Background: an optimization exercise with open tools, aiming at small area. Do not read the settings as production practice. Function was checked by simulation only, so behaviour that the tests miss may differ from the original. Power is estimated from default activity; no workload was simulated.

**config.mk**
```make
export PLATFORM = sky130hd
export DESIGN_NAME = FIRC
export DESIGN_NICKNAME = FIRC
export VERILOG_FILES = /design/flow/design.v
export SDC_FILE = /design/flow/constraint.sdc
export NUM_CORES = 4
export LEC_CHECK = 0
export CAP_MARGIN = 20
export CORE_MARGIN = 2
export CORE_UTILIZATION = 40
export SLEW_MARGIN = 20
```
**constraint.sdc**
```tcl
create_clock -name core_clock -period 5.0 [get_ports {clk}]
set_input_delay 1.0000 -clock core_clock [delete_from_list [all_inputs] [get_ports {clk}]]
set_output_delay 1.0000 -clock core_clock [all_outputs]
set_load 0.01 [all_outputs]
```
**design.v**
```verilog
module FIRC(
  input signed[7:0] xIn,
  input clk,
  output logic signed[15:0] yOutC);
logic signed [7:0] q0, q1, q2, q3, q4, q5, q6;   
always @(posedge clk) begin
  q0 <= xIn;
  q1 <= q0;
  q2 <= q1;
  q3 <= q2;
  q4 <= q3;
  q5 <= q4;
  q6 <= q5;
end
  wire n1 = q2[0] ^ q4[0];
  wire n2 = q2[0] & q4[0];
  wire n3 = q2[1] ^ q4[1] ^ n2;
  wire n4 = (q2[1] & q4[1]) | (q2[1] & n2) | (q4[1] & n2);
  wire n5 = q2[2] ^ q4[2] ^ n4;
  wire n6 = (q2[2] & q4[2]) | (q2[2] & n4) | (q4[2] & n4);
  wire n7 = q2[3] ^ q4[3] ^ n6;
  wire n8 = (q2[3] & q4[3]) | (q2[3] & n6) | (q4[3] & n6);
  wire n9 = q2[4] ^ q4[4] ^ n8;
  wire n10 = (q2[4] & q4[4]) | (q2[4] & n8) | (q4[4] & n8);
  wire n11 = q2[5] ^ q4[5] ^ n10;
  wire n12 = (q2[5] & q4[5]) | (q2[5] & n10) | (q4[5] & n10);
  wire n13 = q2[6] ^ q4[6] ^ n12;
  wire n14 = (q2[6] & q4[6]) | (q2[6] & n12) | (q4[6] & n12);
  wire n15 = q2[7] ^ q4[7] ^ n14;
  wire n16 = (q2[7] & q4[7]) | (q2[7] & ~n14) | (q4[7] & ~n14);
  wire n17 = 1'b1 ^ n16;
  wire n18 = q0[0] ^ q6[0] ^ n1;
  wire n19 = (q0[0] & q6[0]) | (q0[0] & ~n1) | (q6[0] & ~n1);
  wire n20 = q0[1] ^ q6[1] ^ 1'b0;
  wire n21 = (q0[1] & q6[1]) | (q0[1] & 1'b0) | (q6[1] & 1'b0);
  wire n22 = n20 ^ n3 ^ n19;
  wire n23 = (n20 & ~n3) | (n20 & n19) | (~n3 & n19);
  wire n24 = q0[2] ^ q6[2] ^ n21;
  wire n25 = (q0[2] & q6[2]) | (q0[2] & n21) | (q6[2] & n21);
  wire n26 = n24 ^ n5 ^ n23;
  wire n27 = (n24 & ~n5) | (n24 & n23) | (~n5 & n23);
  wire n28 = q0[3] ^ q6[3] ^ n25;
  wire n29 = (q0[3] & q6[3]) | (q0[3] & n25) | (q6[3] & n25);
  wire n30 = n28 ^ n7 ^ n27;
  wire n31 = (n28 & ~n7) | (n28 & n27) | (~n7 & n27);
  wire n32 = q0[4] ^ q6[4] ^ n1;
  wire n33 = (q0[4] & q6[4]) | (q0[4] & ~n1) | (q6[4] & ~n1);
  wire n34 = n32 ^ n29 ^ n9;
  wire n35 = (n32 & ~n29) | (n32 & n9) | (~n29 & n9);
  wire n36 = n31 ^ n34;
  wire n37 = n31 | n34;
  wire n38 = q3[0] ^ q0[5] ^ q6[5];
  wire n39 = (~q3[0] & q0[5]) | (~q3[0] & q6[5]) | (q0[5] & q6[5]);
  wire n40 = n38 ^ n3 ^ n33;
  wire n41 = (n38 & n3) | (n38 & ~n33) | (n3 & ~n33);
  wire n42 = n40 ^ n11 ^ n35;
  wire n43 = (~n40 & n11) | (~n40 & n35) | (n11 & n35);
  wire n44 = n37 ^ n42;
  wire n45 = n37 | n42;
  wire n46 = q3[1] ^ q0[6] ^ q6[6];
  wire n47 = (~q3[1] & q0[6]) | (~q3[1] & q6[6]) | (q0[6] & q6[6]);
  wire n48 = n46 ^ n39 ^ n5;
  wire n49 = (n46 & ~n39) | (n46 & n5) | (~n39 & n5);
  wire n50 = n41 ^ n48 ^ n13;
  wire n51 = (n41 & ~n48) | (n41 & n13) | (~n48 & n13);
  wire n52 = n43 ^ n45 ^ n50;
  wire n53 = (~n43 & n45) | (~n43 & n50) | (n45 & n50);
  wire n54 = q3[2] ^ q0[7] ^ q6[7];
  wire n55 = (q3[2] & q0[7]) | (q3[2] & q6[7]) | (q0[7] & q6[7]);
  wire n56 = n54 ^ n47 ^ n7;
  wire n57 = (n54 & ~n47) | (n54 & n7) | (~n47 & n7);
  wire n58 = n49 ^ n56 ^ n15;
  wire n59 = (n49 & ~n56) | (n49 & n15) | (~n56 & n15);
  wire n60 = n51 ^ n58 ^ n53;
  wire n61 = (~n51 & n58) | (~n51 & n53) | (n58 & n53);
  wire n62 = q3[3] ^ n55 ^ n9;
  wire n63 = (q3[3] & n55) | (q3[3] & n9) | (n55 & n9);
  wire n64 = n57 ^ n62 ^ n17;
  wire n65 = (n57 & n62) | (n57 & n17) | (n62 & n17);
  wire n66 = n59 ^ n64 ^ n61;
  wire n67 = (n59 & n64) | (n59 & ~n61) | (n64 & ~n61);
  wire n68 = q3[4] ^ n11 ^ n63;
  wire n69 = (q3[4] & n11) | (q3[4] & n63) | (n11 & n63);
  wire n70 = 1'b0 ^ n68 ^ n65;
  wire n71 = (~1'b0 & n68) | (~1'b0 & n65) | (n68 & n65);
  wire n72 = n70 ^ n67;
  wire n73 = ~n70 & n67;
  wire n74 = q3[5] ^ n13 ^ n69;
  wire n75 = (q3[5] & n13) | (q3[5] & n69) | (n13 & n69);
  wire n76 = 1'b0 ^ n74 ^ n71;
  wire n77 = (~1'b0 & n74) | (~1'b0 & n71) | (n74 & n71);
  wire n78 = n76 ^ n73;
  wire n79 = ~n76 & n73;
  wire n80 = q3[6] ^ n15 ^ n75;
  wire n81 = (q3[6] & n15) | (q3[6] & n75) | (n15 & n75);
  wire n82 = 1'b0 ^ n80 ^ n77;
  wire n83 = (~1'b0 & n80) | (~1'b0 & n77) | (n80 & n77);
  wire n84 = n79 ^ n82;
  wire n85 = n79 & ~n82;
  wire n86 = q3[7] ^ 1'b0 ^ n17;
  wire n87 = (q3[7] & 1'b0) | (q3[7] & ~n17) | (1'b0 & ~n17);
  wire n88 = n81 ^ n86 ^ n83;
  wire n89 = (n81 & n86) | (n81 & n83) | (n86 & n83);
  wire n90 = n85 ^ n88;
  wire n91 = n85 & n88;
  wire n92 = n87 ^ n89 ^ n91;
  wire n93 = (~n87 & n89) | (~n87 & n91) | (n89 & n91);
  wire n94 = 1'b0 ^ n93;
wire [14:0] yh = {~n94, ~n92, n90, ~n84, ~n78, ~n72, ~n66, n60, n52, n44, n36, n30, n26, n22, n18};
always @(posedge clk)
  yOutC <= {yh, 1'b0};
endmodule
```
**run.sh**
```bash
#!/bin/bash
# synth_recipe.tcl (not shown) runs the flow's synth.tcl, then flattens the netlist and writes it again
# the make line also repeats each setting of config.mk as NAME=value (left out here)
make -C /OpenROAD-flow-scripts/flow DESIGN_CONFIG=/design/flow/config.mk WORK_HOME=/design/flow/orfs CLKGATE_MAP_FILE= SYNTH_SCRIPT=/design/flow/synth_recipe.tcl finish
```
==> run_results.csv <==
group,metric,value,unit
outcome,status,"finished with violations",
outcome,so.violations,"setup timing",
critical_path,end_kind,"register",
worst_hold_path,hp-class,"register to register",
route,routed_via_density,3.95,
floorplanning,fp-row-count,28,
critical_path,rrSetupSlack,-0.37,ns
place,place_ws,-0.528,ns
place,numPortBuffers,23,
power,p_leak,1.46,nW
sta,setup_viol,2,
route,num_vias,1188,
floorplanning,die_area,6930,sq um
global_route,grt_pass1_vias,1286,
global_route,grt_start_max_net_pins,12,
sta,fin_setup_tns,-0.609,ns
floorplanning,die_h,83.2,um
clock_tree,cts_root_buffer,"clkbuf_8",
critical_path,cp_slowest_cell,"fa_1",
sta,slew_viol_final,0,
place,gp_congestion,0.748,
finish,insertedDiodeCount,0,
synthesis,yosys_warnings,1,
critical_path,crit_type,"register to register",
finish,area_growth,24.3,%
run,maxCapViolCount,0,
finish,nNetsFinal,276,
critical_path,critPathMostFrequentCell,"fa_2",
clock_tree,clock_latency,0.35,ns
clock_tree,cts.clk_slew.worst_paths,0.07,ns
sta,fin_crit,5.37,ns
global_route,grt_pass1_wl,5.95,mm
global_route,grt-ovfl-total,0,
critical_path,cp.arrival,5.66,ns
global_route,grt_use_total,0.117,
sta,fin_crit_sh,1.07,
sta,max_freq,186,MHz
worst_hold_path,worstHoldPathCells,0,
critical_path,reg2reg_depth,22,
critical_path,crit_fanout,2,
critical_path,startpoint_type,"register",
route,wl_per_cell,10.8,um
global_route,antenna_found_initial,0,
sta,worst_slack,-0.375,ns
route,ant_nets,0,
critical_path,cp.required,5.29,ns
floorplanning,ios,25,
route,drtIter0Drc,13,
critical_path,path_cells,"ha_4 -> inv_2 -> fa_2 -> fa_2 -> fa_2 -> fa_2 -> fa_2 -> inv_2 -> fa_2 -> inv_2 -> fa_1 -> inv_1 -> fa_1 -> fa_2 -> inv_2 -> fa_2 -> inv_2 -> ha_4 -> ha_4 -> ha_4 -> ha_4 -> fa_2",
sta,rsz0062_at_grt,"yes",
sta,fin_worst_skew,0.00748,ns
route,drc,0,
clock_tree,clk_path_buf_depth,2,
clock_tree,cts.hold.buffers_added,0,
power,finalPower,1.62,mW
synthesis,synthDistinctLibCells,12,
floorplanning,core-area,5990,sq um
clock_tree,cts_sinks,71,
route,firstDrtPassIters,4,
sta,holdWs,0.324,ns
clock_tree,cts_tree,"built",
floorplanning,die_w,83.2,um
place,place_hpwl,2.52,mm
floorplanning,start_util,0.419,
critical_path,critical_path.max_stage_delay,0.51,ns
synthesis,syn_inst,184,
place,dpl.cell_count,285,
synthesis,synth_nets,238,
synthesis,syn_area,2510,sq um
route,totalWireLength,3.25,mm
power,peakVddDrop,326,uV
finish,drive_gt1_frac,0.190,
power,p_per_area,518,nW/um^2
synthesis,ys_seq_elements,71,
sta,hold_violations,0,
synthesis,ys_seq_area_frac,0.566,
clock_tree,cts_made_buffers,9,
clock_tree,htree_levels,3,
synthesis,avgSynthCellArea,13.6,sq um
finish,stdcell_count,301,
-- sequential cells by signal (all words and copies together), names as in the netlist --
register,count
yOutC,15
q3,8
q0,8
q4,8
q1,8
q6,8
q5,8
q2,8
-- final timing paths --
kind,startpoint,endpoint
max,q4[0],yOutC[14]
min,q5[4],q6[4]
max reg2reg,q4[0],yOutC[14]
min reg2reg,q5[4],q6[4]
-- critical path: cells and delay by family, from the launching register on --
| kind | cells | cell delay (ns) |
|---|---|---|
| buffers and inverters | 6 | 0.30 |
| adders and majority gates | 16 | 4.68 |
| DFF | 1 | 0.35 |
-- metal layers --
metal	GRT usage	vias to the layer above	routed length (um)
met3	0.0666	10	220
li1	-	588	-
met2	0.173	31	1540
met1	0.137	559	1410
met5	0	-	0
met4	0.0581	0	76
-- cell families (layout without fill, tap and decap cells) --
family,Yosys count,count (layout),share of synthesized area
AND/OR/NAND/NOR,1,1,0.00249
buffers and inverters,60,102,0.0912
XOR/XNOR,3,3,0.0105
AO/OA/AOI/OAI,3,3,0.00847
adder cells (fa/ha/maj),45,45,0.320
other,1,1,0.00149
flip-flops,71,71,0.566
-- where the power goes --
group          internal [mW]  total, mW  switching, mW
combinational          0.291      0.549          0.258
clock                  0.188      0.382          0.194
sequential             0.659      0.686         0.0268
-- what timing repair did --
item / 4_1_cts / 5_1_grt
gates resized for setup: 9 / 1
setup endpoints to repair: 4 / 3
pin swaps: 10 / 1
buffers inserted: 1 / 0
-- synthesized netlist by cell type, drive strengths merged --
cell type	number	area share
conb	1	0.0015
nand2b	1	0.0025
fa	32	0.26
xnor2	1	0.0035
ha	13	0.065
buf	1	0.0030
o21ai	1	0.0020
xor2	2	0.0070
a21o	2	0.0065
inv	59	0.088
dfxtp	71	0.57
-- cells in the final DEF (no fill, tap or decap), types with 2 or more instances in the layout --
cell type,instances
xor2_1,2
ha_4,5
ha_1,8
inv_1,54
dfxtp_2,2
dfxtp_1,69
clkdlybuf4s50_1,23
inv_2,5
clkinv_2,3
buf_4,5
fa_1,21
fa_2,11
clkbuf_8,10
-- per-stage QoR --
stage / area [sq um] / util
after CTS: 3110 / 0.519
after detailed placement: 2910 / 0.486
after global routing: 3120 / 0.521
final: 3120 / 0.521
after floorplan: 2560 / -
after global placement: 2910 / 0.486
-- area by class of cell --
| cell class | count | area (sq um) |
|---|---|---|
| fillers | 536 | 2870 |
| inverters | 59 | 221 |
| well taps | 75 | 93.8 |
| repair buffers | 28 | 268 |
| multi-input cells | 53 | 951 |
| clock buffers | 11 | 141 |
| clock inverters | 4 | 22.5 |
| flip-flops and latches | 71 | 1420 |

-- afterwards: timing with drivers on the ports --
The results above use ideal ports. As a check the final layout listed here was re-extracted and re-timed, cells and wires unchanged. Step 1 sets driving cells, clkbuf_16 on the clock port and buf_2 on the other inputs (assumed; they add their load-dependent delay and slew). Step 2 times the ports against the registers' clock, not the clock port: input delays grow and output delays shrink by t, the midpoint of the rising clock arrivals with the driver on. Slacks: ideal ports / drivers / drivers and shift; pairs: ideal ports / drivers.
t (ns): 0.366
setup WS [ns]: -0.375 / -0.375 / -0.375
hold WS [ns]: 0.324 / 0.324 / 0.324
clock arrival spread, ns: 0.008 / 0.007
The setup slack of this run moves by 0.000 ns with the drivers and by 0.000 ns with both steps.
